Context: an optimization exercise on an open-source flow, tuned for small area and a short achievable clock period. The choices shown serve that exercise and are no tape-out recipe.
Only simulation tests tie the RTL to the original design; equivalence was not proved.
Power and IR drop assume default switching activity.

Setup of run A:
Design alu, start of the top module:
module alu # ( parameter WIDTH = 16, CMD_WIDTH = 4 ) (
	input clk, rst,
	input CE,
	input CIN,
	input mode,
	input [1:0] INP_INVALID,
	input [ CMD_WIDTH-1 :0] CMD,
	input [ WIDTH-1 :0] opa,
	input [ WIDTH-1 :0] opb,
	output reg ERR, OFLOW, g , l, e, cout,
	output reg [ 2 * WIDTH :0] RES
);
Size in the first run: about 1600 cells after synthesis, about 39 flip-flops, ~82 I/O pins, about 0.013 mm^2 of cells after synthesis.
clock: 9.0 ns
lec_check: 0
cap_margin: 20
core_margin: 2
core_utilization: 40
setup_slack_margin: 2.0
slew_margin: 20
run.sh (not shown) runs the stock make flow with config.mk's settings and CLKGATE_MAP_FILE= SYNTH_SCRIPT=/design/flow/synth_recipe.tcl, a recipe that flattens the netlist after the stock synthesis.
Run A closes out successfully: all stages finished, all timing, DRC and antenna checks passed.
The inputs of run B differ from those of run A as listed below.
- SETUP_SLACK_MARGIN removed (was 2.0)
- GPL_TIMING_DRIVEN newly set to 0
--- outcome ---
- Reported for run A and run B, die area turned out identical to the last digit.
- Relative to run A, the final cell area reported for run B is lower.
- Of the two values seen for first element of the critical path, INP_INVALID[0] was produced by run A and opb[1] by run B.
- On first-pass GRT wire length, run A beats run B.
- Net count reported at finish (run A / run B): 1.06
Edits applied to the flow inputs when going from run B to run C:
- ABC_AREA newly set to 1
- Going from run B to run C, the utilization was found to have gone down by 1.6 points.
- Run C drops more vias than run B.
- Relative to run B, well tap count increased by 1.4% in run C.
- On fraction of standard cell area that is sequential, run B tracks run C almost exactly.
- The higher total area of multi-input combinational cells came out of run B.
- There was hardly any difference in clock power between run B and run C.
- Run C vs run B, clock network fraction of design power went down by 0.9 points.
- [diff] area of the core region, run C relative to run B: regression
- Diff run B -> run C | post-route minimum period | increase of 19 ps
- Relative to run B, number of non-clock buffers has gone down in run C.
Edits applied to the flow inputs when going from run C to run D:
- ABC_AREA: 1 -> unset
- GPL_TIMING_DRIVEN: 0 -> unset
Findings:
Every stage of the flow completed for run D, and the final layout passed the timing, design-rule and antenna checks.
The flow did not stop early for run C: all stages ran, and the layout cleared the timing, design-rule and antenna checks.
Looking at slowest cell on the critical path, the fa_1 result is from run D; the fa_2 one comes from run C.
Run C -> run D: wire length of the first global-routing pass decreased by more than 10%
Run D vs. run C: count of port buffers added during placement went up 11, initial antenna violation count went down 1.
Sequential share of layout area, run D and run C: smaller value in run D
| cell area | run D vs run C | 6.4% higher |
For run D, the critical path endpoint was RES[21], unlike run C, where it was RES[20].
Of run D and run C, it is run D that has the lower met1 wire length.
Clock input transition at the sequential cells of the worst setup and hold paths: run D vs run C — no meaningful difference
The setup slack of run D is larger than that of run C.
Diff run D..run C | count of clock-net buffers in the final layout | unchanged

---

Starting RTL as in the previous note.
## alu
module alu # ( parameter WIDTH = 16, CMD_WIDTH = 4 ) (
	input clk, rst,
	input CE,
	input CIN,
	input mode,
	input [1:0] INP_INVALID,
	input [ CMD_WIDTH-1 :0] CMD,
	input [ WIDTH-1 :0] opa,
	input [ WIDTH-1 :0] opb,
	output reg ERR, OFLOW, g , l, e, cout,
	output reg [ 2 * WIDTH :0] RES
);
==> flow/config.mk <==
export PLATFORM = sky130hd
export DESIGN_NAME = alu
export DESIGN_NICKNAME = alu
export VERILOG_FILES = /design/flow/design.v
export SDC_FILE = /design/flow/constraint.sdc
export NUM_CORES = 4
export LEC_CHECK = 0
export CAP_MARGIN = 0
export CORE_MARGIN = 2
export CORE_UTILIZATION = 40
export GPL_TIMING_DRIVEN = 0
export SLEW_MARGIN = 0
==> flow/constraint.sdc <==
create_clock -name core_clock -period 9.0 [get_ports {clk}]
set_input_delay 1.8000 -clock core_clock [delete_from_list [all_inputs] [get_ports {clk}]]
set_output_delay 1.8000 -clock core_clock [all_outputs]
set_load 0.01 [all_outputs]
Next try:
==> flow/flow/run.sh (new file) <==
#!/bin/bash
# The standard layout, with the port buffers made of sky130_fd_sc_hd__buf_4
# instead of the delay cell buffer_ports picks by default.
bash standard.sh BUFFER_PORTS_ARGS="-buffer_cell sky130_fd_sc_hd__buf_4" finish > standard.log 2>&1
==> flow/standard.sh (new file) <==
#!/bin/bash
# synth_recipe.tcl (not shown) runs the flow's synth.tcl, then flattens the netlist and writes it again
# the make line also repeats each setting of config.mk as NAME=value (left out here)
make -C /OpenROAD-flow-scripts/flow DESIGN_CONFIG=/design/flow/config.mk WORK_HOME=/design/flow/orfs CLKGATE_MAP_FILE= SYNTH_SCRIPT=/design/flow/synth_recipe.tcl "${@:-finish}"
Settings changed: CAP_MARGIN 0 to 20, SLEW_MARGIN 0 to 20.
removed: flow/run.sh
Worst hold slack loses 0.0053 ns.
Via count stays flat.
Core utilization is lower by 0.45 points.
Fmax hardly moves.
Wire length is higher by 0.59%.
Area after synthesis stays the same.
Power is lower by 7.5%.

what the ideal ports hide:
Ports are ideal in the flow. The routed layouts listed here were re-timed in OpenROAD. Step 1 assumes that a clkbuf_16 drives the clock port and a buf_2 every other input. Step 2 also shifts input and output timing later by t, the mid clock arrival at the registers, as if the neighbouring blocks saw the same clock. a / b / c = no drivers / after step 1 / after step 2; a / b = the first two.
run	shift t [ns]	setup WS [ns]	clock arrival spread, ns	cell pins on the clock port's net
run A	0.310	0.493 / 0.484 / 0.174	0.012 / 0.011	1
run B	0.316	0.165 / 0.160 / -0.156	0.004 / 0.004	1
run C	0.319	0.147 / 0.162 / -0.157	0.009 / 0.008	1
run D	0.312	0.191 / 0.198 / -0.114	0.007 / 0.006	1
the first run of note 2	0.318	0.106 / 0.115 / -0.203	0.003 / 0.003	1
the second run of note 2	0.315	0.099 / 0.089 / -0.225	0.005 / 0.005	1
Met with ideal ports but missed after step 2: setup timing in 5 of these runs. The setup slack of the second run of note 2, which loses most, moves by -0.010 ns with the drivers and by -0.324 ns with both steps.
